Background: an optimization exercise with open tools, aiming at small area and a short achievable clock period. Do not read the settings as production practice.
Where RTL was checked, it was by simulation tests only, not by an equivalence proof against the original.
Function not checked in runs 2 and 3: the RTL went through the layout flow alone.
No activity file was given, so power comes from the tool's default toggle rates.

### design.v
module CLA_4bit (
    input  logic [3:0]  a,
    input  logic [3:0]  b,
    input  logic        cin,
    output logic [3:0]  sum,
    output logic        o_p,
    output logic        o_g
);
    logic [3:0] w_g, w_p;
    logic [3:0] w_c;
    assign w_g = a & b;
    assign w_p = a ^ b;
        assign w_c[0] = cin;
        assign w_c[1] = w_g[0] | (w_p[0] & w_c[0]);
        assign w_c[2] = w_g[1] | (w_p[1] & w_g[0]) | (w_p[1] & w_p[0] & w_c[0]);
        assign w_c[3] = w_g[2] | (w_p[2] & w_g[1]) | (w_p[2] & w_p[1] & w_g[0]) | (w_p[2] & w_p[1] & w_p[0] & w_c[0]);
    assign sum = w_p ^ w_c;
    assign o_p = &w_p;
    assign o_g = w_g[3] | (w_p[3] & w_g[2]) | (w_p[3] & w_p[2] & w_g[1]) | (w_p[3] & w_p[2] & w_p[1] & w_g[0]) | (w_p[3] & w_p[2] & w_p[1] & w_p[0] & w_c[0]);
endmodule
module CLA_8bit(
    input  logic        i_carry,
    input  logic [7:0]  i_data_a,
    input  logic [7:0]  i_data_b,
    output logic [7:0]  o_sum,
    output logic        o_carry
);
    logic [1:0] w_P, w_G;
    logic w_C;
    CLA_4bit CLA_4BIT_UNIT_0 (
        .a      (i_data_a[3:0]),
        .b      (i_data_b[3:0]),
        .cin    (i_carry),
        .sum    (o_sum[3:0]),
        .o_p    (w_P[0]),
        .o_g    (w_G[0])
    );
    assign w_C = w_G[0] | (w_P[0] & i_carry);
    CLA_4bit CLA_4BIT_UNIT_1 (
        .a      (i_data_a[7:4]),
        .b      (i_data_b[7:4]),
        .cin    (w_C),
        .sum    (o_sum[7:4]),
        .o_p    (w_P[1]),
        .o_g    (w_G[1])
    );
    assign o_carry = w_G[1] | (w_P[1] & (w_G[0] | (w_P[0] & i_carry)));
endmodule
module CLA_28bit(
    input logic         i_carry,
    input logic [27:0]  i_data_a,
    input logic [27:0]  i_data_b,
    output logic [27:0] o_sum,
    output logic        o_carry
);
logic [7:0] w_c;
logic [6:0] w_p;
logic [6:0] w_g;
genvar i;
generate
    assign w_c[0] = i_carry;
    CLA_4bit CLA_4BIT_UNIT_0 (
        .a      (i_data_a[3:0]),
        .b      (i_data_b[3:0]),
        .cin    (w_c[0]),
        .sum    (o_sum[3:0]),
        .o_p    (w_p[0]),
        .o_g    (w_g[0])
    );
    assign w_c[1] = w_g[0] | (w_p[0] & w_c[0]);
    for (i = 1; i < 7; i = i + 1) begin : CLA_BLOCK_GEN
        CLA_4bit CLA_4BIT_UNIT_1 (
            .a      (i_data_a[(i*4)+3 : i*4]),
            .b      (i_data_b[(i*4)+3 : i*4]),
            .cin    (w_c[i]),
            .sum    (o_sum[(i*4)+3 : i*4]),
            .o_p    (w_p[i]),
            .o_g    (w_g[i])
        );        
        assign w_c[i+1] = w_g[i] | (w_p[i] & w_c[i]);
    end
endgenerate
assign o_carry = w_c[7];
endmodule
module COMP_2bit(
    input  logic [1:0] i_data_a,
    input  logic [1:0] i_data_b,
    output logic       o_less,
    output logic       o_equal
);
    assign o_less  = ((~(i_data_a[1] | i_data_a[0])) & i_data_b[0]) | (~i_data_a[0] & (i_data_b[1] & i_data_b[0])) | (~i_data_a[1] & i_data_b[1]);
    assign o_equal = ~|(i_data_a ^ i_data_b);
endmodule
module COMP_4bit(
    input  logic [3:0] i_data_a,
    input  logic [3:0] i_data_b,
    output logic       o_less,
    output logic       o_equal
);
    logic w_less_low, w_equal_low;
    logic w_less_high, w_equal_high;
    COMP_2bit u_low (
        .i_data_a (i_data_a[1:0]),
        .i_data_b (i_data_b[1:0]),
        .o_less   (w_less_low),
        .o_equal  (w_equal_low)
    );
    COMP_2bit u_high (
        .i_data_a (i_data_a[3:2]),
        .i_data_b (i_data_b[3:2]),
        .o_less   (w_less_high),
        .o_equal  (w_equal_high)
    );
    assign o_less  = w_less_high | (w_equal_high & w_less_low);
    assign o_equal = w_equal_high & w_equal_low;
endmodule
module COMP_8bit (
    input  logic [7:0] i_data_a,
    input  logic [7:0] i_data_b,
    output logic                 o_less
);
    logic w_less_low, w_equal_low;
    logic w_less_high, w_equal_high;
    COMP_4bit u_low (
        .i_data_a (i_data_a[3:0]),
        .i_data_b (i_data_b[3:0]),
        .o_less   (w_less_low),
        .o_equal  (w_equal_low)
    );
    COMP_4bit u_high (
        .i_data_a (i_data_a[7:4]),
        .i_data_b (i_data_b[7:4]),
        .o_less   (w_less_high),
        .o_equal  (w_equal_high)
    );
    assign o_less = w_less_high | (w_equal_high & w_less_low);
endmodule
module COMP_28bit (
    input  logic [27:0] i_data_a,
    input  logic [27:0] i_data_b,
    output logic                 o_less  
);
    logic w_less_0_0, w_less_0_1, w_less_0_2, w_less_0_3, w_less_0_4, w_less_0_5, w_less_0_6;
    logic w_equal_0_0, w_equal_0_1, w_equal_0_2, w_equal_0_3, w_equal_0_4, w_equal_0_5, w_equal_0_6;
    COMP_4bit u_i_data_0 (
        .i_data_a (i_data_a[3:0]),
        .i_data_b (i_data_b[3:0]),
        .o_less   (w_less_0_0),
        .o_equal  (w_equal_0_0)
    );
    COMP_4bit u_i_data_1 (
        .i_data_a (i_data_a[7:4]),
        .i_data_b (i_data_b[7:4]),
        .o_less   (w_less_0_1),
        .o_equal  (w_equal_0_1)
    );
    COMP_4bit u_i_data_2 (
        .i_data_a (i_data_a[11:8]),
        .i_data_b (i_data_b[11:8]),
        .o_less   (w_less_0_2),
        .o_equal  (w_equal_0_2)
    );
    COMP_4bit u_i_data_3 (
        .i_data_a (i_data_a[15:12]),
        .i_data_b (i_data_b[15:12]),
        .o_less   (w_less_0_3),
        .o_equal  (w_equal_0_3)
    );
    COMP_4bit u_i_data_4 (
        .i_data_a (i_data_a[19:16]),
        .i_data_b (i_data_b[19:16]),
        .o_less   (w_less_0_4),
        .o_equal  (w_equal_0_4)
    );
    COMP_4bit u_i_data_5 (
        .i_data_a (i_data_a[23:20]),
        .i_data_b (i_data_b[23:20]),
        .o_less   (w_less_0_5),
        .o_equal  (w_equal_0_5)
    );
    COMP_4bit u_i_data_6 (
        .i_data_a (i_data_a[27:24]),
        .i_data_b (i_data_b[27:24]),
        .o_less   (w_less_0_6),
        .o_equal  (w_equal_0_6)
    );
    assign o_less = w_less_0_6
                  | (w_equal_0_6 & w_less_0_5)
                  | (w_equal_0_6 & w_equal_0_5 & w_less_0_4)
                  | (w_equal_0_6 & w_equal_0_5 & w_equal_0_4 & w_less_0_3)
                  | (w_equal_0_6 & w_equal_0_5 & w_equal_0_4 & w_equal_0_3 & w_less_0_2)
                  | (w_equal_0_6 & w_equal_0_5 & w_equal_0_4 & w_equal_0_3 & w_equal_0_2 & w_less_0_1)
                  | (w_equal_0_6 & w_equal_0_5 & w_equal_0_4 & w_equal_0_3 & w_equal_0_2 & w_equal_0_1 & w_less_0_0);
endmodule
module EXP_swap (
    input logic [7:0]     i_data_a        ,
    input logic [7:0]     i_data_b        ,
    output logic                    o_compare       ,    
    output logic [7:0]    o_less_data     ,
    output logic [7:0]    o_greater_data  
);
COMP_8bit COMP_LESS_UNIT (
    .i_data_a       (i_data_a),
    .i_data_b       (i_data_b),
    .o_less         (o_compare)
);
always_comb begin
    o_less_data     = (o_compare) ? i_data_a : i_data_b;
    o_greater_data  = (o_compare) ? i_data_b : i_data_a;
end
endmodule
module EXP_sub (
    input logic [7:0]   i_data_a,
    input logic [7:0]   i_data_b,
    output logic [7:0]  o_sub        
);
logic [7:0] w_data_b;
assign w_data_b = ~(i_data_b);
CLA_8bit CLA_8BIT_UNIT (
    .i_carry    (1'b1),
    .i_data_a   (i_data_a),
    .i_data_b   (w_data_b),
    .o_sum      (o_sub),
    .o_carry    ()
);
endmodule
module MAN_swap (
    input logic [23:0]         i_man_a     ,
    input logic [23:0]         i_man_b     ,
    input logic                     i_compare   ,
    output logic [23:0]     o_man_max   ,
    output logic [23:0]     o_man_min   
);
assign o_man_max    = i_compare ? i_man_b : i_man_a;
assign o_man_min    = i_compare ? i_man_a : i_man_b;
endmodule
module MAN_swap_2 (
    input logic [27:0]         i_man_a     ,
    input logic [27:0]         i_man_b     ,
    input logic                     i_compare   ,
    output logic [27:0]     o_man_max   ,
    output logic [27:0]     o_man_min   
);
assign o_man_max    = i_compare ? i_man_b : i_man_a;
assign o_man_min    = i_compare ? i_man_a : i_man_b;
endmodule
module SHF_right_28bit (
    input  logic [4:0] i_shift_number,
    input  logic [27:0]  i_data, 
    output logic [27:0]  o_data
);
localparam  SIZE_SHIFT = 5 ;
localparam  SIZE_DATA  = 28;
    logic [SIZE_DATA-1:0] stage [SIZE_SHIFT:0];
    assign stage[0] = i_data;
    genvar i;
    generate
        for (i = 0; i < SIZE_SHIFT; i++) begin : GEN_SHIFT
            localparam SHIFT_AMT = (1 << i);
            always_comb begin
                if (i_shift_number[i])
                    stage[i+1] = { {SHIFT_AMT{1'b0}}, stage[i][SIZE_DATA-1:SHIFT_AMT] };
                else
                    stage[i+1] = stage[i];
            end
        end
    endgenerate
    assign o_data = stage[SIZE_SHIFT];
endmodule
module SHF_left_28bit (
    input  logic [4:0] i_shift_number,
    input  logic [27:0]  i_data, 
    output logic [27:0]  o_data
);
localparam  SIZE_DATA  = 28;
localparam  SIZE_SHIFT = 5 ;
    logic [SIZE_DATA-1:0] stage [SIZE_SHIFT:0];
    assign stage[0] = i_data;
    genvar i;
    generate
        for (i = 0; i < SIZE_SHIFT; i++) begin : GEN_SHIFT
            localparam SHIFT_AMT = (1 << i);
            always_comb begin
                if (i_shift_number[i])
                    stage[i+1] = { stage[i][SIZE_DATA-1-SHIFT_AMT:0], {SHIFT_AMT{1'b0}} };
                else
                    stage[i+1] = stage[i];
            end
        end
    endgenerate
    assign o_data = stage[SIZE_SHIFT];
endmodule
module SIGN_unit (
    input logic             i_add_sub       ,
    input logic             i_comp_man      ,
    input logic             i_sign_man_a    ,
    input logic             i_sign_man_b    ,
    output logic            o_sign_s        
);
assign o_sign_s = (~i_add_sub & i_sign_man_b & i_comp_man) | (i_add_sub & ~i_sign_man_b & i_comp_man) | (i_sign_man_a & ~i_comp_man);
endmodule
module MAN_ALU #(
    parameter NUM_OP    = 1 
)(
    input logic [NUM_OP-1:0]    i_fpu_op        ,
    input logic                 i_sign_a        ,
    input logic                 i_sign_b        ,
    input logic [27:0]  i_man_max       ,
    input logic [27:0]  i_man_min       ,
    output logic [27:0] o_man_alu       ,
    output logic                o_overflow       
);
logic w_i_carry;
logic [27:0] w_n_man_b;
logic [27:0] w_i_man_b;
logic w_overflow;
assign w_i_carry = i_fpu_op ? ~(i_sign_a ^ i_sign_b) : (i_sign_a ^ i_sign_b);
assign w_n_man_b = ~(i_man_min);
assign w_i_man_b = w_i_carry ? w_n_man_b : i_man_min;
CLA_28bit ALU_SUB_UNIT (
    .i_carry        (w_i_carry),
    .i_data_a       (i_man_max),
    .i_data_b       (w_i_man_b),
    .o_sum          (o_man_alu),
    .o_carry        (w_overflow)
);
assign o_overflow = w_i_carry ? 1'b0 : w_overflow;
endmodule
module LOPD_4bit(
    input logic [3:0]       i_data  ,
    output logic [1:0]      o_pos_one,
    output logic            o_zero_flag
);
assign o_zero_flag = ~(i_data[3]|i_data[2]|(i_data[1]|i_data[0])) ;
assign o_pos_one[1] = (i_data[0] | i_data[1])&(~i_data[2])&(~i_data[3]);
assign o_pos_one[0] = ((~i_data[3])&i_data[2]) | ((~i_data[3])&(~i_data[1])&(i_data[0]));
endmodule
module LOPD_8bit(
    input logic [7:0]       i_data  ,
    output logic [2:0]      o_pos_one,
    output logic            o_zero_flag
);
logic w_zero_flag_0;
logic [1:0] w_pos_one_0;
LOPD_4bit LOPD_4bit_unit_0 (
    .i_data         (i_data[3:0]),
    .o_pos_one      (w_pos_one_0),
    .o_zero_flag    (w_zero_flag_0)
);
logic w_zero_flag_1;
logic [1:0] w_pos_one_1;
LOPD_4bit LOPD_4bit_unit_1 (
    .i_data         (i_data[7:4]),
    .o_pos_one      (w_pos_one_1),
    .o_zero_flag    (w_zero_flag_1)
);
logic [2:0] w_o_pos_one;
assign o_zero_flag = w_zero_flag_0 & w_zero_flag_1;
assign w_o_pos_one[2] = w_zero_flag_1;
assign w_o_pos_one[1] = w_zero_flag_1 ? w_pos_one_0[1] : w_pos_one_1[1];
assign w_o_pos_one[0] = w_zero_flag_1 ? w_pos_one_0[0] : w_pos_one_1[0];
assign o_pos_one = o_zero_flag ? '0 : w_o_pos_one;
endmodule
module LOPD_16bit(
    input logic [15:0]       i_data  ,
    output logic [3:0]      o_pos_one,
    output logic            o_zero_flag
);
logic [2:0]         w_pos_one_0;  
logic               w_zero_flag_0;
LOPD_8bit LOPD_8bit_unit_0(
    .i_data         (i_data[7:0]),
    .o_pos_one      (w_pos_one_0),
    .o_zero_flag    (w_zero_flag_0)
);
logic [2:0]         w_pos_one_1;  
logic               w_zero_flag_1;
LOPD_8bit LOPD_8bit_unit_1(
    .i_data         (i_data[15:8]),
    .o_pos_one      (w_pos_one_1),
    .o_zero_flag    (w_zero_flag_1)
);
logic [3:0] w_o_pos_one;
assign o_zero_flag = w_zero_flag_0 & w_zero_flag_1;
assign w_o_pos_one[3] = w_zero_flag_1;
assign w_o_pos_one[2] = w_zero_flag_1 ? w_pos_one_0[2] : w_pos_one_1[2];
assign w_o_pos_one[1] = w_zero_flag_1 ? w_pos_one_0[1] : w_pos_one_1[1];
assign w_o_pos_one[0] = w_zero_flag_1 ? w_pos_one_0[0] : w_pos_one_1[0];
assign o_pos_one = o_zero_flag ? '0 : w_o_pos_one;
endmodule
module LOPD_24bit (
    input logic [23:0]     i_data          ,
    output logic [4:0]    o_one_position  ,
    output logic                    o_zero_flag      
);
logic [15:0]     LOPD16_i_data;
assign LOPD16_i_data = i_data[23:8];
logic [3:0]      LOPD16_o_pos_one;
logic            LOPD16_o_zero_flag;
LOPD_16bit LOPD_16bit_UNIT_MSB (
    .i_data             (LOPD16_i_data),
    .o_pos_one          (LOPD16_o_pos_one),
    .o_zero_flag        (LOPD16_o_zero_flag)
);
logic [7:0]      LOPD8_i_data;
assign LOPD8_i_data = i_data[7:0];
logic [2:0]      LOPD8_o_pos_one;
logic            LOPD8_o_zero_flag;
LOPD_8bit LOPD_8bit_UNIT_LSB (
    .i_data             (LOPD8_i_data),
    .o_pos_one          (LOPD8_o_pos_one),
    .o_zero_flag        (LOPD8_o_zero_flag)
);
logic [4:0]        w_o_one_position;
assign o_zero_flag         = LOPD16_o_zero_flag & LOPD8_o_zero_flag;
assign w_o_one_position[4] = LOPD16_o_zero_flag;
assign w_o_one_position[3] = LOPD16_o_zero_flag ? 1'b0               : LOPD16_o_pos_one[3];
assign w_o_one_position[2] = LOPD16_o_zero_flag ? LOPD8_o_pos_one[2] : LOPD16_o_pos_one[2];
assign w_o_one_position[1] = LOPD16_o_zero_flag ? LOPD8_o_pos_one[1] : LOPD16_o_pos_one[1];
assign w_o_one_position[0] = LOPD16_o_zero_flag ? LOPD8_o_pos_one[0] : LOPD16_o_pos_one[0];
assign o_one_position = o_zero_flag ? 5'b11111 : w_o_one_position;
endmodule
module EXP_adjust (
    input  logic                    i_overflow  ,
    input  logic                    i_underflow ,
    input  logic                    i_zero_flag ,
    input  logic [7:0]    i_lopd_value,
    input  logic [7:0]     i_exp_value ,
    output logic [7:0]     o_exp_result
);
logic [7:0] w_exp_result;
logic w_i_carry;
assign w_i_carry = ~(i_overflow | i_underflow);
logic [7:0] w_data_b;
assign w_data_b = i_overflow ? 8'b0000_0001 : (i_underflow ? '0 : ~(i_lopd_value));
CLA_8bit CLA_8BIT_UNIT (
    .i_carry    (w_i_carry),
    .i_data_a   (i_exp_value),
    .i_data_b   (w_data_b),
    .o_sum      (w_exp_result),
    .o_carry    ()
);
assign o_exp_result = i_zero_flag ? 8'h00 : w_exp_result;
endmodule
module NORMALIZATION_unit (
    input logic                     i_overflow      ,
    input logic                     i_zero_flag     ,
    input logic [4:0]     i_one_position  ,
    input logic [27:0]     i_mantissa      ,
    output logic [27:0]    o_mantissa       
);
logic [27:0] w_shift_left;
SHF_left_28bit  SHF_left_28bit_unit (
    .i_shift_number     (i_one_position),
    .i_data             (i_mantissa), 
    .o_data             (w_shift_left)
);
assign o_mantissa = i_zero_flag ? '0 : (i_overflow ? {1'b1, i_mantissa[27:1]} : (~i_mantissa[27] ? w_shift_left : i_mantissa) );
endmodule
module RND_add (
    input logic [23:0]     i_data  ,
    input logic                     i_carry ,
    output logic [23:0]    o_data  ,
    output logic                    o_carry  
);
    logic [23:0] w_carry;
    assign w_carry[0] = i_carry;
    genvar i;
    generate
        for (i = 1; i < 24; i++) begin : proc_propage_one
            assign w_carry[i] = (&i_data[i-1:0]) & w_carry[0];
        end
    endgenerate
    assign o_data = i_data ^ w_carry;
    assign o_carry = (&i_data) & w_carry[0];
endmodule
module ROUNDING_unit (
    input logic [27:0]          i_man           ,
    output logic [23:0]  o_man_result    ,
    output logic                        o_ov_flow       
);
localparam SIZE_MAN          = 28;
localparam SIZE_MAN_RESULT   = 24;
logic [SIZE_MAN_RESULT-1:0] w_man_temp;
assign w_man_temp = i_man[SIZE_MAN-1:SIZE_MAN-SIZE_MAN_RESULT];
logic w_guard_bit, w_round_bit, w_sticky_bit;
assign w_guard_bit = i_man[3];
assign w_round_bit = i_man[2];
assign w_sticky_bit= i_man[1] | i_man[0];
logic w_rounding_result;
assign w_rounding_result = (w_guard_bit & w_round_bit) | (w_round_bit & w_sticky_bit);
RND_add  INCREASE_ROUNDING (
    .i_data         (w_man_temp),
    .i_carry        (w_rounding_result),
    .o_data         (o_man_result),
    .o_carry        (o_ov_flow) 
);
endmodule
module PSC_unit(
    input logic                     i_add_sub   ,
    input logic                     i_sign_a    ,
    input logic [7:0]               i_exp_a     ,
    input logic [23:0]              i_man_a     ,
    input logic                     i_sign_b    ,
    input logic [7:0]               i_exp_b     ,
    input logic [23:0]              i_man_b     ,
    output logic                    o_sel_exp   ,
    output logic [1:0]              o_sel_man    
);
logic w_E_one_A, w_E_one_B;
logic w_M_zero_A, w_M_zero_B;
assign w_E_one_A    = &i_exp_a;
assign w_E_one_B    = &i_exp_b;
assign w_M_zero_A   = ~|i_man_a[22:0];
assign w_M_zero_B   = ~|i_man_b[22:0];
assign o_sel_exp = (~i_sign_b & w_E_one_B & ~w_M_zero_B) | (~i_sign_a & w_E_one_A & ~w_M_zero_A) | (w_E_one_A & w_M_zero_A & w_E_one_B & w_M_zero_B);
assign o_sel_man[1] = (~i_sign_b & w_E_one_B & ~w_M_zero_B) | (~i_sign_a & w_E_one_A & ~w_M_zero_A & ~i_sign_b) | (~i_add_sub & ~i_sign_a & w_E_one_A & ~w_M_zero_A & ~w_M_zero_B) | (~i_add_sub & ~i_sign_a & w_E_one_A & w_E_one_B & w_M_zero_B) | (~i_sign_a & w_E_one_A & ~w_M_zero_A & w_E_one_B) | (~i_sign_a & w_E_one_A & ~i_sign_b & w_E_one_B) | (i_add_sub & i_sign_a & w_E_one_A & w_M_zero_A & i_sign_b & w_E_one_B & w_M_zero_B);
assign o_sel_man[0] = (~i_add_sub & ~i_sign_a & w_E_one_A & w_M_zero_A & ~i_sign_b & w_E_one_B & w_M_zero_B) | (~i_add_sub & i_sign_a & w_E_one_A & w_M_zero_A & i_sign_b & w_E_one_B & w_M_zero_B) | (i_add_sub & ~i_sign_a & w_E_one_A & w_M_zero_A & i_sign_b & w_E_one_B & w_M_zero_B) | (i_add_sub & i_sign_a & w_E_one_A & w_M_zero_A & ~i_sign_b & w_E_one_B & w_M_zero_B);
endmodule
module FPU_unit #(
    parameter NUM_OP    = 1
)(
    input logic [NUM_OP-1:0]    i_add_sub       ,
    input logic [31:0]          i_32_a          ,
    input logic [31:0]          i_32_b          ,
    output logic [31:0]         o_32_s          ,
    output logic                o_ov_flag       ,
    output logic                o_un_flag        
);
logic w_sign_a, w_sign_b;
logic [7:0] w_exponent_a, w_exponent_b;
logic [23:0] w_mantissa_a, w_mantissa_b;
assign w_sign_a = i_32_a[31];
assign w_sign_b = i_32_b[31];
assign w_exponent_a = i_32_a[30:23];
assign w_exponent_b = i_32_b[30:23]; 
assign w_mantissa_a = {1'b1, i_32_a[22:0]};
assign w_mantissa_b = {1'b1, i_32_b[22:0]};
logic w_sign_result;
logic [7:0] w_exponent_result;
logic [23:0] w_mantissa_result;
logic w_EXPSWAP_compare;
logic [7:0] w_EXPSWAP_max, w_EXPSWAP_min;
logic [7:0] w_EXPSUB_diff_value;
logic [23:0] w_MAN_SWAP1_max, w_MAN_SWAP1_min;
logic [27:0] w_MAN_SHF_RIGHT_min, w_MAN_SHF_RIGHT_max;
logic w_MAN_COMP_28BIT_less;
logic w_MAN_PRE_SWAP_BY_MAN_compara;
logic [27:0] w_MAN_PRE_SWAP_BY_MAN_max,      w_MAN_PRE_SWAP_BY_MAN_min;
logic [27:0] w_MAN_ALU_man;
logic        w_MAN_ALU_overflow;
logic [4:0] w_LOPD_24BIT_one_position;
logic       w_LOPD_24BIT_zero_flag;
logic [7:0] w_EXP_ADJUST_result;
logic [27:0] w_NORMALIZATION_man;
logic [23:0] w_ROUNDING_man;
logic        w_ROUNDING_ov_flow;
logic                    PSC_o_sel_exp;
logic [1:0]              PSC_o_sel_man;
EXP_swap EXP_SWAP_UNIT (
    .i_data_a           (w_exponent_a),
    .i_data_b           (w_exponent_b),
    .o_compare          (w_EXPSWAP_compare),    
    .o_less_data        (w_EXPSWAP_min),
    .o_greater_data     (w_EXPSWAP_max) 
);
EXP_sub  EXP_SUB_UNIT(
    .i_data_a           (w_EXPSWAP_max),
    .i_data_b           (w_EXPSWAP_min),
    .o_sub              (w_EXPSUB_diff_value)
);
 MAN_swap MAN_PRE_SWAP_BY_EXPONENT_UNIT (
    .i_man_a            (w_mantissa_a),
    .i_man_b            (w_mantissa_b),
    .i_compare          (w_EXPSWAP_compare),
    .o_man_max          (w_MAN_SWAP1_max),
    .o_man_min          (w_MAN_SWAP1_min)
);
assign w_MAN_SHF_RIGHT_max = {w_MAN_SWAP1_max, 4'b0};
SHF_right_28bit  SHF_RIGHT_28BIT_UNIT (
    .i_shift_number     (w_EXPSUB_diff_value[4:0]),
    .i_data             ({w_MAN_SWAP1_min, 4'b0}), 
    .o_data             (w_MAN_SHF_RIGHT_min)
);
COMP_28bit MAN_COMP_28BIT_UNIT (
    .i_data_a           (w_MAN_SHF_RIGHT_max),
    .i_data_b           (w_MAN_SHF_RIGHT_min),
    .o_less             (w_MAN_COMP_28BIT_less)
);
assign w_MAN_PRE_SWAP_BY_MAN_compara = w_MAN_COMP_28BIT_less;
MAN_swap_2  MAN_PRE_SWAP_BY_MAN_UNIT (
    .i_man_a            (w_MAN_SHF_RIGHT_max),   
    .i_man_b            (w_MAN_SHF_RIGHT_min),   
    .i_compare          (w_MAN_PRE_SWAP_BY_MAN_compara),
    .o_man_max          (w_MAN_PRE_SWAP_BY_MAN_max),
    .o_man_min          (w_MAN_PRE_SWAP_BY_MAN_min)
);
SIGN_unit SIGN_OUT(
    .i_add_sub       (i_add_sub),
    .i_comp_man      (w_MAN_COMP_28BIT_less | w_EXPSWAP_compare),
    .i_sign_man_a    (w_sign_a),
    .i_sign_man_b    (w_sign_b),
    .o_sign_s        (w_sign_result) 
);
MAN_ALU #(
    .NUM_OP         (NUM_OP)
) MAN_ALU_UNIT (
    .i_fpu_op           (i_add_sub),
    .i_sign_a           (w_sign_a),
    .i_sign_b           (w_sign_b),
    .i_man_max          (w_MAN_PRE_SWAP_BY_MAN_max),
    .i_man_min          (w_MAN_PRE_SWAP_BY_MAN_min),
    .o_man_alu          (w_MAN_ALU_man),
    .o_overflow         (w_MAN_ALU_overflow)
);
LOPD_24bit LOPD_24BIT_UNIT (
    .i_data             (w_MAN_ALU_man[27:4]),
    .o_one_position     (w_LOPD_24BIT_one_position),
    .o_zero_flag        (w_LOPD_24BIT_zero_flag)
);
EXP_adjust EXP_ADJUST_UNIT (
    .i_overflow         (o_ov_flag),
    .i_underflow        (w_MAN_ALU_man[27]),
    .i_zero_flag        (w_LOPD_24BIT_zero_flag),
    .i_lopd_value       ({3'b0, w_LOPD_24BIT_one_position}),
    .i_exp_value        (w_EXPSWAP_max),
    .o_exp_result       (w_EXP_ADJUST_result)
);
NORMALIZATION_unit NORMALIZATION_UNIT (
    .i_overflow         (w_MAN_ALU_overflow),
    .i_zero_flag        (w_LOPD_24BIT_zero_flag),
    .i_one_position     (w_LOPD_24BIT_one_position),
    .i_mantissa         (w_MAN_ALU_man),
    .o_mantissa         (w_NORMALIZATION_man) 
);
ROUNDING_unit ROUNDING_UNIT (
    .i_man              (w_NORMALIZATION_man),
    .o_man_result       (w_ROUNDING_man),
    .o_ov_flow          (w_ROUNDING_ov_flow)
);
PSC_unit PSC_UNIT(
    .i_add_sub          (i_add_sub),
    .i_sign_a           (w_sign_a),
    .i_exp_a            (w_exponent_a),
    .i_man_a            (w_mantissa_a),
    .i_sign_b           (w_sign_b),
    .i_exp_b            (w_exponent_b),
    .i_man_b            (w_mantissa_b),
    .o_sel_exp          (PSC_o_sel_exp),
    .o_sel_man          (PSC_o_sel_man) 
);
assign w_exponent_result = PSC_o_sel_exp ? 8'hFF : w_EXP_ADJUST_result; 
Mux_4_to_1 SEL_MANTISSA_FOR_RESULT (
    .i_sel          (PSC_o_sel_man),
    .i_data_00      (w_ROUNDING_man),
    .i_data_01      (24'h000000),
    .i_data_10      (24'h000001),
    .i_data_11      (w_ROUNDING_man),
    .o_data         (w_mantissa_result) 
);
assign o_32_s = {w_sign_result, w_exponent_result, w_mantissa_result[22:0]};
assign o_ov_flag = w_MAN_ALU_overflow | w_ROUNDING_ov_flow;
assign o_un_flag = ~w_MAN_ALU_man[27];
endmodule
module Mux_4_to_1 (
    input logic [1:0]               i_sel    ,
    input logic [23:0]     i_data_00,
    input logic [23:0]     i_data_01,
    input logic [23:0]     i_data_10,
    input logic [23:0]     i_data_11,
    output logic [23:0]    o_data    
);
logic [23:0] w_o_data;
always_comb begin : proc_mux_4_to_1
    case (i_sel)
        2'b00: 
            w_o_data = i_data_00;
        2'b01:
            w_o_data = i_data_01;
        2'b10:
            w_o_data = i_data_10;
        2'b11:
            w_o_data = i_data_11; 
        default: 
            w_o_data = i_data_00;
    endcase
end
assign o_data = w_o_data;
endmodule
module FPU_top  #(
    parameter NUM_OP    = 1
)(
    input logic                 i_clk           ,
    input logic                 i_rst_n         ,
    input logic [NUM_OP-1:0]    i_add_sub       ,
    input logic [31:0]          i_32_a          ,
    input logic [31:0]          i_32_b          ,
    output logic [31:0]         o_32_s          ,
    output logic                o_ov_flag       ,
    output logic                o_un_flag
);
logic        w_sa, w_sb, w_sbe, w_eff_sub;
logic [7:0]  w_ea, w_eb;
logic [22:0] w_fa, w_fb;
logic [4:0]  w_dab;
logic [4:0]  w_dba;
logic        w_exp_lt;
logic [4:0]  w_shamt;
logic        w_sh0, w_f_lt, w_f_gt, w_swap2, w_sign, w_near;
logic [7:0]  w_emax;
logic [22:0] w_big, w_small;
logic        w_sel_exp;
logic [1:0]  w_sel_man;
assign w_sa = i_32_a[31];
assign w_sb = i_32_b[31];
assign w_ea = i_32_a[30:23];
assign w_eb = i_32_b[30:23];
assign w_fa = i_32_a[22:0];
assign w_fb = i_32_b[22:0];
assign w_sbe     = w_sb ^ i_add_sub[0];
assign w_eff_sub = w_sa ^ w_sbe;
assign w_dab    = w_ea[4:0] - w_eb[4:0];
assign w_dba    = w_eb[4:0] - w_ea[4:0];
assign w_shamt  = w_exp_lt ? w_dba : w_dab;
logic [7:0] w_e_gt [3:0];
logic [7:0] w_e_lt [3:0];
assign w_e_gt[0] = w_ea & ~w_eb;
assign w_e_lt[0] = ~w_ea & w_eb;
genvar gi;
generate
    for (gi = 0; gi < 3; gi++) begin : GEN_ECMP
        for (genvar gj = 0; gj < (4 >> gi); gj++) begin : GEN_ECMP_NODE
            assign w_e_gt[gi+1][gj] = w_e_gt[gi][2*gj+1] | (~w_e_lt[gi][2*gj+1] & w_e_gt[gi][2*gj]);
            assign w_e_lt[gi+1][gj] = w_e_lt[gi][2*gj+1] | (~w_e_gt[gi][2*gj+1] & w_e_lt[gi][2*gj]);
        end
        assign w_e_gt[gi+1][7:(4 >> gi)] = '0;
        assign w_e_lt[gi+1][7:(4 >> gi)] = '0;
    end
endgenerate
assign w_exp_lt = w_e_lt[3][0];
assign w_emax   = w_exp_lt ? w_eb : w_ea;
assign w_sh0    = (w_ea[4:0] == w_eb[4:0]);
assign w_f_lt   = w_fa < w_fb;
assign w_f_gt   = w_fb < w_fa;
assign w_big    = w_exp_lt ? w_fb : w_fa;
assign w_small  = w_exp_lt ? w_fa : w_fb;
assign w_swap2  = w_eff_sub & w_sh0 & (w_exp_lt ? w_f_gt : w_f_lt);
assign w_sign   = (w_exp_lt | (w_sh0 & w_f_lt)) ? w_sbe : w_sa;
assign w_near   = w_eff_sub & ((w_dab == 5'd0) | (w_exp_lt ? (w_dab == 5'd31) : (w_dab == 5'd1)));
PSC_unit PSC_UNIT(
    .i_add_sub          (i_add_sub[0]),
    .i_sign_a           (w_sa),
    .i_exp_a            (w_ea),
    .i_man_a            ({1'b1, w_fa}),
    .i_sign_b           (w_sb),
    .i_exp_b            (w_eb),
    .i_man_b            ({1'b1, w_fb}),
    .o_sel_exp          (w_sel_exp),
    .o_sel_man          (w_sel_man)
);
logic [22:0] r_big, r_small;
logic [4:0]  r_shamt;
logic [7:0]  r_emax;
logic        r_sign, r_eff_sub, r_swap2, r_near, r_sh0n, r_sel_exp;
logic [1:0]  r_sel_man;
always_ff @( posedge i_clk ) begin
    r_big       <= w_big;
    r_small     <= w_small;
    r_shamt     <= w_shamt;
    r_emax      <= w_emax;
    r_sign      <= w_sign;
    r_eff_sub   <= w_eff_sub;
    r_swap2     <= w_swap2;
    r_near      <= w_near;
    r_sh0n      <= ~w_shamt[0];
    r_sel_exp   <= w_sel_exp;
    r_sel_man   <= w_sel_man;
end
logic [27:0] w_A, w_Bf;
logic [27:0] w_sh [5:0];
logic [27:0] w_Rf, w_Nf;
logic        w_coutf, w_ovf, w_zerof, w_rndf, w_rnd_ovf;
logic [7:0]  w_expf;
assign w_A = {1'b1, r_big, 4'b0};
assign w_sh[0] = {1'b1, r_small, 4'b0} ^ {28{r_eff_sub}};
generate
    for (gi = 0; gi < 5; gi++) begin : GEN_RSHIFT
        assign w_sh[gi+1] = r_shamt[gi] ? {{(1<<gi){r_eff_sub}}, w_sh[gi][27:(1<<gi)]} : w_sh[gi];
    end
endgenerate
assign w_Bf = w_sh[5];
assign {w_coutf, w_Rf} = {1'b0, w_A} + {1'b0, w_Bf} + {28'd0, r_eff_sub};
assign w_ovf   = ~r_eff_sub & w_coutf;
assign w_zerof = ~|w_Rf[27:4];
assign w_Nf = w_ovf ? {1'b1, w_Rf[27:1]} : (w_Rf[27] ? w_Rf : {w_Rf[26:0], 1'b0});
assign w_rndf    = ~w_zerof & w_Nf[2] & (w_Nf[3] | w_Nf[1] | w_Nf[0]);
assign w_rnd_ovf = w_rndf & (&w_Nf[27:4]);
always_comb begin
    if (w_zerof)                  w_expf = 8'h00;
    else if (w_ovf | w_rnd_ovf)   w_expf = r_emax + 8'd1;
    else if (w_Rf[27])            w_expf = r_emax;
    else                          w_expf = r_emax - 8'd1;
end
logic [27:0] w_Bn, w_Sn, w_Rn, w_Nn;
logic [4:0]  w_lz;
logic        w_zeron;
logic [7:0]  w_expn;
assign w_Bn = r_sh0n ? {1'b1, r_small, 4'b0} : {1'b0, 1'b1, r_small, 3'b0};
assign w_Sn = w_A + ~w_Bn + {27'd0, ~r_swap2};
assign w_Rn = w_Sn ^ {28{r_swap2}};
logic [31:0] w_lzd_in;
assign w_lzd_in = {w_Rn[27:4], 8'hFF};
logic [15:0] w_v1;  logic [15:0] w_p1;
logic [7:0]  w_v2;  logic [1:0]  w_p2 [7:0];
logic [3:0]  w_v3;  logic [2:0]  w_p3 [3:0];
logic [1:0]  w_v4;  logic [3:0]  w_p4 [1:0];
generate
    for (gi = 0; gi < 16; gi++) begin : GEN_LZ1
        assign w_v1[gi] = w_lzd_in[2*gi+1] | w_lzd_in[2*gi];
        assign w_p1[gi] = ~w_lzd_in[2*gi+1];
    end
    for (gi = 0; gi < 8; gi++) begin : GEN_LZ2
        assign w_v2[gi] = w_v1[2*gi+1] | w_v1[2*gi];
        assign w_p2[gi] = w_v1[2*gi+1] ? {1'b0, w_p1[2*gi+1]} : {1'b1, w_p1[2*gi]};
    end
    for (gi = 0; gi < 4; gi++) begin : GEN_LZ3
        assign w_v3[gi] = w_v2[2*gi+1] | w_v2[2*gi];
        assign w_p3[gi] = w_v2[2*gi+1] ? {1'b0, w_p2[2*gi+1]} : {1'b1, w_p2[2*gi]};
    end
    for (gi = 0; gi < 2; gi++) begin : GEN_LZ4
        assign w_v4[gi] = w_v3[2*gi+1] | w_v3[2*gi];
        assign w_p4[gi] = w_v3[2*gi+1] ? {1'b0, w_p3[2*gi+1]} : {1'b1, w_p3[2*gi]};
    end
endgenerate
assign w_lz    = w_v4[1] ? {1'b0, w_p4[1]} : {1'b1, w_p4[0]};
assign w_zeron = ~|w_Rn[27:4];
logic [27:0] w_ls [5:0];
assign w_ls[5] = w_Rn;
generate
    for (gi = 4; gi >= 0; gi--) begin : GEN_LSHIFT
        assign w_ls[gi] = w_lz[gi] ? {w_ls[gi+1][27-(1<<gi):0], {(1<<gi){1'b0}}} : w_ls[gi+1];
    end
endgenerate
assign w_Nn = w_ls[0];
assign w_expn = w_zeron ? 8'd24 : r_emax;
logic [22:0] w_man_pre;
logic        w_rnd_sel, w_ov_flag, w_un_flag;
logic [7:0]  w_exp;
always_comb begin
    case (r_sel_man)
        2'b01:   begin w_man_pre = 23'd0; w_rnd_sel = 1'b0;  end
        2'b10:   begin w_man_pre = 23'd1; w_rnd_sel = 1'b0;  end
        default: begin
            w_man_pre = r_near ? w_Nn[26:4] : w_Nf[26:4];
            w_rnd_sel = ~r_near & w_rndf;
        end
    endcase
end
assign w_exp     = r_sel_exp ? 8'hFF : (r_near ? w_expn : w_expf);
logic [4:0]  w_lzq;
assign w_lzq     = (r_near & ~r_sel_exp) ? w_lz : 5'd0;
logic w_c8, w_c16, w_rnd_ok;
assign w_rnd_ok = ~r_near & ~r_sel_man[0] & ~r_sel_man[1] | ~r_near & r_sel_man[0] & r_sel_man[1];
assign w_c8  = w_rnd_ok & w_rndf & (&w_Nf[11:4]);
assign w_c16 = w_rnd_ok & w_rndf & (&w_Nf[19:4]);
assign w_ov_flag = ~r_near & (w_ovf | w_rnd_ovf);
assign w_un_flag = r_near ? ~w_Rn[27] : ~w_Rf[27];
logic        q_sign, q_rnd, q_c8, q_c16;
logic [7:0]  q_exp;
logic [4:0]  q_lz;
logic [22:0] q_man;
always_ff @( posedge i_clk or negedge i_rst_n ) begin
    if(~i_rst_n) begin
        q_sign              <= '0;
        q_exp               <= '0;
        q_lz                <= '0;
        q_man               <= '0;
        q_rnd               <= '0;
        q_c8                <= '0;
        q_c16               <= '0;
        o_ov_flag           <= '0;
        o_un_flag           <= '0;
    end else begin
        q_sign              <= r_sign;
        q_exp               <= w_exp;
        q_lz                <= w_lzq;
        q_man               <= w_man_pre;
        q_rnd               <= w_rnd_sel;
        q_c8                <= w_c8;
        q_c16               <= w_c16;
        o_ov_flag           <= w_ov_flag;
        o_un_flag           <= w_un_flag;
    end
end
logic [22:0] w_inc;
generate
    for (gi = 0; gi < 23; gi++) begin : GEN_INC
        localparam int B = (gi / 8) * 8;
        logic w_cb;
        if (gi < 8)       assign w_cb = q_rnd;
        else if (gi < 16) assign w_cb = q_c8;
        else              assign w_cb = q_c16;
        if (gi == B) assign w_inc[gi] = w_cb;
        else         assign w_inc[gi] = w_cb & (&q_man[gi-1:B]);
    end
endgenerate
logic [7:0] w_exp_out;
assign w_exp_out = q_exp - {3'b0, q_lz};
assign o_32_s = {q_sign, w_exp_out, q_man ^ w_inc};
endmodule
### config.mk
export PLATFORM = sky130hd
export DESIGN_NAME = FPU_top
export DESIGN_NICKNAME = FPU_top
export VERILOG_FILES = /design/flow/design.v
export SDC_FILE = /design/flow/constraint.sdc
export NUM_CORES = 4
export LEC_CHECK = 0
export ABC_AREA = 1
export CAP_MARGIN = 20
export CORE_MARGIN = 2
export CORE_UTILIZATION = 50
export PLACE_DENSITY = 0.65
export SLEW_MARGIN = 20
### standard.sh
#!/bin/bash
# synth_recipe.tcl (not shown) runs the flow's synth.tcl, then flattens the netlist and writes it again
# the make line also repeats each setting of config.mk as NAME=value (left out here)
make -C /OpenROAD-flow-scripts/flow DESIGN_CONFIG=/design/flow/config.mk WORK_HOME=/design/flow/orfs CLKGATE_MAP_FILE= SYNTH_SCRIPT=/design/flow/synth_recipe.tcl "${@:-finish}"
### constraint.sdc
create_clock -name core_clock -period 15.0 [get_ports {i_clk}]
set_input_delay 3.0000 -clock core_clock [delete_from_list [all_inputs] [get_ports {i_clk}]]
set_output_delay 3.0000 -clock core_clock [all_outputs]
set_load 0.01 [all_outputs]
### flow/run.sh
#!/bin/bash
set -euo pipefail
bash standard.sh SETUP_SLACK_MARGIN=9.8 "BUFFER_PORTS_ARGS=-buffer_cell sky130_fd_sc_hd__buf_2" finish > standard_flow.log 2>&1
==> results_dict.tcl, run 1 <==
set metrics [dict create \
    status "no timing/DRC/antenna violations" \
    setup_tns_ns 0 \
    synth-simple-area-share 0.394 \
    place_congestion 1.06 \
    hp-start "r_sign" \
    rsz0062_at_grt "true" \
    via_per_inst 5.87 \
    synth-compound-area-share 0.158 \
    fin_crit_sh 0.342 \
    rows 59 \
    nets 2467 \
    leakage_nw 7.38 \
    worst_pin_slew_ns 0.901 \
    drv_cap 0 \
    clkPwrFrac 0.084 \
    seqPwrFrac 0.145 \
    startpoint "q_lz[2]" \
    grt_max_degree 95 \
    ir_drop_v 0.0000902 \
    clk_pin_slew_ns 0.08 \
    synth.area.top_cells "nand2_1, nand3_1, dfxtp_1, ha_1, dfrtp_1" \
    numCtsBuffers 9 \
    die_y_um 166 \
    synth_seq_cells 109 \
    overflow 0 \
    highest_layer "met5" \
    synthesis.nets 2406 \
    die_w_um 166 \
    final_antenna_net_count 0 \
    power.total_mw 3.04 \
    fmax_ghz 0.195 \
    fin_area_mm2 0.0147 \
    critical_path_class "flip-flop to output pin" \
    dp_cells 2600 \
    cts_tree "yes" \
    drt_iter0_markers 2051 \
    regArea_mm2 0.00240 \
    wl_mm 48.1 \
    regToRegSetupSlack_ns 10.08 \
    synth-warning-count 8 \
    synthTopCellsByCount "nand2_1, nand3_1, inv_1" \
    wl_met1_mm 21.0 \
    yosysSeqAreaShare 0.181 \
    synth_xor_xnor_area_share 0.0650 \
    synth-adder-area-share 0.0927 \
    drive_above_1_share 0.0987 \
    netlist_area_mm2 0.0132 \
    synth_top_family_by_area "simple AND/OR/NAND/NOR gates" \
    pin_count 101 \
    cts-htree-levels 3 \
    core_mm2 0.0260 \
    syn_avg_cell_area_um2 5.89 \
    clockRootBuffer "clkbuf_16" \
    synth_most_common_cell "nand2_1" \
    start_util 0.508 \
    antenna_cells 0 \
    p_comb_frac 0.771 \
    arrival_ns 2.13 \
    die-area_mm2 0.0277 \
    p_int_mw 1.26 \
    synth_top_area_share 0.175 \
    start_kind "flip-flop" \
    route.met2.wl_mm 20.3 \
    place_area_mm2 0.0137 \
    yosys-mux-area-fraction 0 \
    cp_max_fo 4 \
    synth_edf_count 0 \
    io_buffers 100 \
    setup_violations 0 \
    postSynthCellCount 2243 \
    wl_met3_mm 5.08 \
    min_path_cells 0 \
    ys_types 51 \
    grtUsageTotal 0.331 \
    r2r_start "r_eff_sub" \
    area_growth_pct 11.3 \
    ys.flop_type "dfxtp_1" \
    multi_input_area_mm2 0.00969 \
    place_hpwl_mm 37.2 \
    avgRoutedWirePerCell_um 18.2 \
    fin_skew_ns 0.0140 \
    grt_pass1_vias 13787 \
    fin_crit_ns 5.13 \
    reg2reg_depth 35 \
    min_path_type "flip-flop to flip-flop" \
    drv_slew 0 \
    pwr_density_cell_mw_per_mm2 207 \
    critPathRequiredTime_ns 12.00 \
    stdcell_count 2644 \
    hold_end "q_sign" \
    antenna_found_initial 1 \
    clk-insertion-delay-late_ns 0.37 \
    switching_share 0.585 \
    async_flop_share 0.385 \
    r2r_end "q_exp[1]" \
    clock_sinks 109 \
    clockBufferDepth 2 \
    fill_cells 2664 \
    grt_pass1_wl_mm 73.9 \
    drc 0 \
    switching_power_mw 1.78 \
    dr_total_vias 15509 \
    yosysTopAreaCell "nand2_1" \
    slew_headroom 0.394 \
    first_pass_iters 10 \
    critical_path.endpoint_type "output pin" \
    finalHoldViolCount 0 \
]
cells by family after synthesis:
group,count (synthesis)
simple gates,1207
compound gates,380
buf+inv,353
flops,109
xor+xnor,98
fa+ha+maj,96
power groups by stage:
| stage | Clock, mW | Combinational, mW | Sequential (mW) |
|---|---|---|---|
| 3_3_place_gp | 0 | 2.13 | 0.438 |
| 5_1_grt | 0.270 | 2.57 | 0.445 |
| 3_5_place_dp | 0 | 2.12 | 0.439 |
| 6_report | 0.254 | 2.34 | 0.440 |
| 2_1_floorplan | 0 | 1.58 | 0.410 |
| 4_1_cts | 0.257 | 2.18 | 0.434 |
cells in the final DEF (no fill, tap or decap), types with 10 or more instances in the layout:
cell type | synthesis | layout
a21oi_1 | 112 | 109
nand2_2 | 11 | 10
a31oi_1 | 38 | 37
xor2_1 | 62 | 62
xnor2_1 | 36 | 36
buf_2 | 27 | 100
nor4_1 | 14 | 12
dfxtp_1 | 67 | 64
ha_1 | 93 | 90
nand4_1 | 28 | 28
inv_1 | 253 | 250
nand3_1 | 311 | 306
buf_4 | 11 | 24
dfrtp_1 | 42 | 42
o21ai_0 | 174 | 162
o21ai_1 | 11 | 20
nand2_1 | 617 | 611
clkbuf_16 | 0 | 11
nand3b_1 | 11 | 11
o211ai_1 | 10 | 10
nor2_1 | 169 | 162
nor3_1 | 28 | 27
critical path: stages, from the launching register on:
cell	delay, ns
dfrtp_1	0.39
inv_1	0.09
ha_4	0.29
nand2_1	0.05
nor2_1	0.14
a211oi_2	0.06
buf_4	0.13
buf_4	0.12
buf_4	0.12
buf_4	0.12
xor2_1	0.13
buf_2	0.13
metal layers:
metal / track usage / vias up
li1: - / 7561
met1: 0.476 / 7024
met2: 0.505 / 804
met3: 0.0573 / 118
met4: 0.102 / 2
met5: 0 / -
worst max path at each step:
| stage | end | slack [ns] | cells past startpoint |
|---|---|---|---|
| after global placement | q_exp[7] | 8.49 | 30 |
| after detailed placement | q_exp[5] | 8.39 | 30 |
| after global routing | q_exp[5] | 9.70 | 34 |
| after floorplan | r_emax[0] | 10.18 | 13 |
| after CTS | q_exp[5] | 9.81 | 32 |
| final | o_32_s[26] | 9.87 | 11 |
per-stage QoR:
step | worst slack (ns) | hold slack, ns | utilization
finish | 9.87 | 0.331 | 0.566
global route | 9.70 | 0.341 | 0.566
CTS | 9.81 | 0.332 | 0.549
detailed placement | 8.39 | 0.329 | 0.529
global placement | 8.49 | 0.320 | 0.529
floorplan | 10.18 | 0.316 | -
state kept, by name, indices dropped and copies added, names as in the netlist, 2 cells and up:
name       count
q_lz           5
r_emax         8
r_shamt        5
r_big         23
r_small       23
r_sel_man      2
q_man         23
q_exp          8
what timing repair did:
action | in CTS | in global routing
hold buffers | 0 | 0
setup buffers | 6 | 13
gates resized for setup | 33 | 74
setup endpoints to repair | 53 | 49
cloned | 2 | 7
pin swaps | 4 | 10
hold endpoints to repair | 0 | 0
layout make-up:
class	count	area share
clock inverter	4	0.00366
timing repair inverter	2	0.00102
tap	335	0.0285
inverter	265	0.0713
timing repair buffer	131	0.0558
multi-input combinational	1786	0.660
sequential	109	0.163
clock buffer	12	0.0168
==> run 2: changes to the inputs <==
--- a/design.v
+++ b/design.v
@@ -905,6 +905,8 @@
     end
 endgenerate
 logic [7:0] w_exp_out;
-assign w_exp_out = q_exp - {3'b0, q_lz};
+logic [5:0] w_elo;
+assign w_elo     = {1'b0, q_exp[4:0]} - {1'b0, q_lz};
+assign w_exp_out = {w_elo[5] ? q_exp[7:5] - 3'd1 : q_exp[7:5], w_elo[4:0]};
 assign o_32_s = {q_sign, w_exp_out, q_man ^ w_inc};
 endmodule
--- a/config.mk
+++ b/config.mk
@@ -8,6 +8,6 @@
 export ABC_AREA = 1
 export CAP_MARGIN = 20
 export CORE_MARGIN = 2
-export CORE_UTILIZATION = 50
-export PLACE_DENSITY = 0.65
+export CORE_UTILIZATION = 40
+export PLACE_DENSITY = 0.6
 export SLEW_MARGIN = 20
==> run 2 against run 1 <==
Against the previous run: still clean; die area rose by 25%; sequential cell count did not move; synthesized cell count rose by 0.36%; total power fell by 1.7%; critical endpoint is now o_32_s[30]; largest cell class unchanged.
==> results_dict.tcl, run 2 <==
set metrics [dict create \
    yosysTopAreaCell "nand2_1" \
    fin_area_mm2 0.0148 \
    pin_count 101 \
    drive_above_1_share 0.106 \
    worst_pin_slew_ns 1.06 \
    drt_iter0_markers 1443 \
    die-area_mm2 0.0346 \
    final_common_cell "nand2_1" \
    setup_violations 0 \
    cp_max_fo 4 \
    yosysSeqAreaShare 0.180 \
    final_antenna_net_count 0 \
    place_congestion 1.04 \
    clk-insertion-delay-late_ns 0.38 \
    r2r_start "r_shamt[0]" \
    synth-warning-count 8 \
    drv_slew 0 \
    reg2reg_depth 31 \
    r2r_end "q_exp[2]" \
    start_util 0.407 \
    cts_tree "yes" \
    synthesis.nets 2415 \
    top_regs "q_man (23), r_big (23), r_small (23)" \
    synth_seq_cells 109 \
    fin_crit_sh 0.335 \
    drv_cap 0 \
    grt_pass1_vias 14081 \
    clockRootBuffer "clkbuf_16" \
    synth_edf_count 0 \
    core_mm2 0.0326 \
    numCtsBuffers 9 \
    rsz0062_at_grt "false" \
    rows 66 \
    synthTopCellsByCount "nand2_1, nand3_1, inv_1" \
    die_w_um 186 \
    netlist_area_mm2 0.0133 \
    pwr_density_cell_mw_per_mm2 201 \
    grtUsageTotal 0.280 \
    grt_max_degree 88 \
    synth_most_common_cell "nand2_1" \
    ir_drop_v 0.0000849 \
    finalHoldViolCount 0 \
    area_growth_pct 11.7 \
    cts_hold_buf 0 \
    min_path_type "flip-flop to flip-flop" \
    avgRoutedWirePerCell_um 17.7 \
    overflow 0 \
    regToRegSetupSlack_ns 10.05 \
    synth_top_area_share 0.176 \
    nets 2472 \
    via_per_inst 5.55 \
    place_ws_ns 8.32 \
    stdcell_count 2755 \
    critical_path_class "flip-flop to output pin" \
    status "no timing/DRC/antenna violations" \
    grt_pass1_wl_mm 75.3 \
    fmax_ghz 0.199 \
    clk_pin_slew_ns 0.08 \
    leakage_nw 7.38 \
    hp-start "r_sign" \
    place_area_mm2 0.0140 \
    ys.flop_type "dfxtp_1" \
    critical_path.endpoint_type "output pin" \
    start_kind "flip-flop" \
    antenna_found_initial 0 \
    clock_sinks 109 \
    die_y_um 186 \
    critPathRequiredTime_ns 12.00 \
    slew_headroom 0.294 \
    cts-htree-levels 3 \
    fin_crit_ns 5.02 \
    holdWs_ns 0.377 \
    io_buffers 100 \
    synth.area.top_cells "nand2_1, nand3_1, dfxtp_1, ha_1, dfrtp_1" \
    antenna_cells 0 \
    first_pass_iters 6 \
    arrival_ns 2.02 \
    clockBufferDepth 2 \
    dr_total_vias 15291 \
    async_flop_share 0.385 \
    fin_skew_ns 0.0163 \
    dp_cells 2715 \
    worst_slack_ns 9.98 \
    setup_tns_ns 0 \
    place_hpwl_mm 39.2 \
    final_cell_mix "nand2_1, nand3_1, inv_1" \
    min_path_cells 0 \
    drc 0 \
    ys_types 52 \
    hold_end "q_sign" \
    wl_mm 48.7 \
    postSynthCellCount 2251 \
    syn_avg_cell_area_um2 5.89 \
]
run 2: layer usage:
metal / share of wire / track usage / up-vias
li1: - / - / 7602
met3: 0.060 / 0.0288 / 91
met4: 0.037 / 0.108 / 0
met5: 0 / 0 / -
met2: 0.45 / 0.464 / 573
met1: 0.45 / 0.376 / 7025
run 2: timing repair:
| item | 4_1_cts | 5_1_grt |
|---|---|---|
| setup endpoints to repair | 56 | 56 |
| gates cloned | 4 | 3 |
| setup buffers | 6 | 11 |
| pin swaps | 3 | 8 |
| gates resized for setup | 34 | 88 |
run 2: layout make-up:
type | instances | area, µm²
inverter | 254 | 1010
fill | 3604 | 17800
timing repair buffer | 128 | 767
clock buffer | 10 | 229
timing repair inverter | 3 | 20.0
clock inverter | 6 | 46.3
tap | 442 | 553
sequential | 109 | 2400
multi-input combinational | 1803 | 9810
run 2: worst max-delay path, stage by stage (launching register included):
cell,delay [ns]
dfrtp_1,0.39
inv_1,0.09
ha_4,0.21
a21oi_1,0.11
o21ai_1,0.12
a21oi_2,0.21
o21bai_4,0.10
nor2_2,0.10
xor2_1,0.16
buf_2,0.15
run 2: metrics by stage:
stage / util / power (mW)
2_1_floorplan: - / 1.98
3_3_place_gp: 0.428 / 2.57
3_5_place_dp: 0.428 / 2.58
4_1_cts: 0.442 / 2.85
5_1_grt: 0.455 / 3.26
6_report: 0.455 / 2.99
run 2: logic make-up after synthesis:
group | Yosys count | share of synthesized area
buffers and inverters | 342 | 0.106
XOR/XNOR | 96 | 0.0634
flip-flops | 109 | 0.180
AND/OR/NAND/NOR | 1206 | 0.391
AO/OA/AOI/OAI | 401 | 0.167
adder cells (fa/ha/maj) | 97 | 0.0932
run 2: power breakdown:
part,leakage [nW],switching (mW),internal [mW]
clock,0.140,0.117,0.115
sequential,1.07,0.0655,0.369
combinational,6.17,1.58,0.743
total,7.38,1.76,1.23
run 2: worst max path at each step:
stage	startpoint	endpoint	slack, ns	cells after the start
global route	r_shamt[0]	q_exp[6]	9.78	29
finish	q_lz[2]	o_32_s[30]	9.98	9
floorplan	i_32_a[23]	r_big[22]	10.13	12
global placement	r_eff_sub	q_exp[4]	8.30	33
CTS	r_shamt[2]	q_exp[4]	9.78	31
detailed placement	r_eff_sub	q_exp[4]	8.32	33
==> run 3: changes to the inputs <==
==> flow/run.sh (replaced) <==
#!/bin/bash
set -euo pipefail
bash standard.sh SETUP_SLACK_MARGIN=10 "BUFFER_PORTS_ARGS=-buffer_cell sky130_fd_sc_hd__buf_2" finish > standard_flow.log 2>&1
==> run 3 against run 2 <==
Against the previous run: still clean; wire length grew 2.8%; synthesized cell count unchanged; setup slack better by 0.017 ns; global-route usage up 0.24 points; register-to-register slack improved by 0.21 ns; sequential power hardly changed; sequential share of layout area decreased by 0.57 points; total power is 4.6% higher; cell area grew 3.6%; synthesized area unchanged; clock power hardly changed; critical path type unchanged; largest cell class unchanged; largest power group unchanged.
==> results_dict.tcl, run 3 <==
set metrics [dict create \
    status "no timing/DRC/antenna violations" \
    dp_cells 2715 \
    start_util 0.407 \
    rsz0062_at_grt "true" \
    synthesis.nets 2415 \
    fmax_ghz 0.200 \
    synth-warning-count 8 \
    place_congestion 1.04 \
    synth_edf_count 0 \
    min_path_type "flip-flop to flip-flop" \
    place_hpwl_mm 39.2 \
    core_mm2 0.0326 \
    critical_path.endpoint_type "output pin" \
    ys.flop_type "dfxtp_1" \
    slew_headroom 0.298 \
    synth_top_area_share 0.176 \
    grt_max_degree 88 \
    start_kind "flip-flop" \
    clk-insertion-delay-late_ns 0.38 \
    die-area_mm2 0.0346 \
    ir_drop_v 0.0000862 \
    final_common_cell "nand2_1" \
    wl_mm 50.1 \
    dr_total_vias 15499 \
    drive_above_1_share 0.133 \
    synth_seq_cells 109 \
    first_pass_iters 6 \
    synth-compound-area-share 0.167 \
    synth.area.top_cells "nand2_1, nand3_1, dfxtp_1, ha_1, dfrtp_1" \
    rows 66 \
    arrival_ns 2.01 \
    final_cell_mix "nand2_1, nand3_1, inv_1" \
    clockRootBuffer "clkbuf_16" \
    fin_crit_ns 5.01 \
    io_buffers 100 \
    final_antenna_net_count 0 \
    via_per_inst 5.57 \
    pin_count 101 \
    yosys-mux-area-fraction 0 \
    cp_max_fo 3 \
    ys_types 52 \
    numCtsBuffers 9 \
    finalHoldViolCount 0 \
    drv_cap 0 \
    grt_pass1_vias 14168 \
    postSynthCellCount 2251 \
    leakage_nw 7.59 \
    area_growth_pct 15.8 \
    syn_avg_cell_area_um2 5.89 \
    die_y_um 186 \
    critPathRequiredTime_ns 12.00 \
    clk_pin_slew_ns 0.08 \
    synth-simple-area-share 0.391 \
    synth-adder-area-share 0.0932 \
    synth_top_family_by_area "simple AND/OR/NAND/NOR gates" \
    synth_most_common_cell "nand2_1" \
    clockBufferDepth 2 \
    die_w_um 186 \
    multi_input_area_mm2 0.0101 \
    drc 0 \
    antenna_found_initial 0 \
    critical_path_class "flip-flop to output pin" \
    yosysTopAreaCell "nand2_1" \
    cts_tree "yes" \
    power.total_mw 3.12 \
    setup_tns_ns 0 \
    grt_pass1_wl_mm 75.9 \
    final_core_util 0.471 \
    async_flop_share 0.385 \
    drt_iter0_markers 1426 \
    yosysSeqAreaShare 0.180 \
    synthTopCellsByCount "nand2_1, nand3_1, inv_1" \
    place_ws_ns 8.32 \
    grtUsageTotal 0.282 \
    stdcell_count 2781 \
    fill_cells 3547 \
    setup_violations 0 \
    netlist_area_mm2 0.0133 \
    worst_slack_ns 9.99 \
    nets 2498 \
    synth_xor_xnor_area_share 0.0634 \
    cts_hold_buf 0 \
    avgRoutedWirePerCell_um 18.0 \
    worst_pin_slew_ns 1.05 \
    overflow 0 \
    regArea_mm2 0.00240 \
    cts-htree-levels 3 \
    antenna_cells 0 \
    clock_sinks 109 \
    drv_slew 0 \
    top_regs "q_man (23), r_big (23), r_small (23)" \
    fin_skew_ns 0.0191 \
    pwr_density_cell_mw_per_mm2 203 \
    fin_crit_sh 0.334 \
]
[run 3: cell counts after synthesis]
Identical to the previous run, type by type.
[run 3: stage by stage]
step	area, µm²	hold slack, ns
final	15400	0.376
after global routing	15400	0.377
after global placement	14000	0.384
after floorplan	13300	0.316
after detailed placement	14000	0.384
after CTS	14600	0.373
[run 3: routing by layer]
layer	wire, µm	vias up	GRT usage
met5	0	-	0
met4	2080	0	0.112
met3	3550	104	0.0315
met2	22600	623	0.465
met1	21800	7118	0.378
li1	-	7654	-
[run 3: cells by family (layout without fill, tap and decap cells)]
group,after synthesis,in the layout
and+or+nand+nor,1206,1212
buffers and inverters,342,424
DFF,109,109
xor gates and xnor gates,96,96
adders and majority gates,97,97
AOI/OAI and AO/OA,401,401
[run 3: power breakdown]
| group | switching, mW | total (mW) | internal [mW] |
|---|---|---|---|
| Combinational | 1.64 | 2.45 | 0.818 |
| Clock | 0.119 | 0.234 | 0.115 |
| Sequential | 0.0670 | 0.436 | 0.369 |
| Total | 1.82 | 3.12 | 1.30 |
[run 3: cell type report]
type / count / share of cell area
inverters: 254 / 0.0665
clock buffers: 10 / 0.0149
repair inverters: 3 / 0.00130
flip-flops and latches: 109 / 0.156
well taps: 442 / 0.0360
repair buffers: 151 / 0.0662
clock inverters: 6 / 0.00301
multi-input cells: 1806 / 0.656
[run 3: timing repair]
action	4_1_cts	5_1_grt
pin swaps	9	18
gates resized for setup	61	128
setup endpoints to repair	58	53
buffers inserted	17	21
gates cloned	5	7
[run 3: worst paths after layout]
| check | end | slack (ns) | startpoint | cells past startpoint |
|---|---|---|---|---|
| max reg2reg | q_exp[2] | 10.26 | r_eff_sub | 32 |
| min reg2reg | q_sign | 0.38 | r_sign | 0 |
| max | o_32_s[28] | 9.99 | q_exp[1] | 8 |
| min in group asynchronous | q_lz[1] | 2.76 | i_rst_n | 1 |
| max in group asynchronous | q_man[21] | 11.67 | i_rst_n | 1 |
| min | q_sign | 0.38 | r_sign | 0 |
[run 3: worst max-delay path: stages (launching register included)]
cell and delay, ns:
dfrtp_1 0.41, ha_1 0.31, nand2_2 0.07, o21ai_2 0.17, a21oi_2 0.08, o21bai_2 0.17
buf_4 0.14, xor2_1 0.13, buf_2 0.15

==> re-timing with driven ports <==
Ports are ideal in the flow. The routed layouts listed here were re-timed in OpenROAD. Step 1 (the two cells are an assumption about what drives the block):
set clk [get_ports {i_clk}]
set_driving_cell -lib_cell sky130_fd_sc_hd__clkbuf_16 $clk
set_driving_cell -lib_cell sky130_fd_sc_hd__buf_2 [delete_from_list [all_inputs] $clk]
Step 2 times the ports against the registers' clock, not the clock port: input delays grow and output delays shrink by t, the midpoint of the rising clock arrivals with the driver on. Slacks: ideal / step 1 / step 2; pairs: ideal / step 1.
run	t, ns	setup slack, ns	latest minus earliest clock arrival (ns)	worst data-port slew with drivers (ns)	pins driven straight from the clock port
run 1	0.412	9.874 / 9.821 / 9.612	0.016 / 0.015	0.03	1
run 2	0.420	9.976 / 9.926 / 9.645	0.017 / 0.017	0.04	1
run 3	0.420	9.993 / 9.943 / 9.775	0.019 / 0.020	0.04	1
After both steps every run listed still meets setup and hold. For run 2, which loses most, drivers alone change the setup slack by -0.050 ns; drivers and shift together by -0.331 ns.
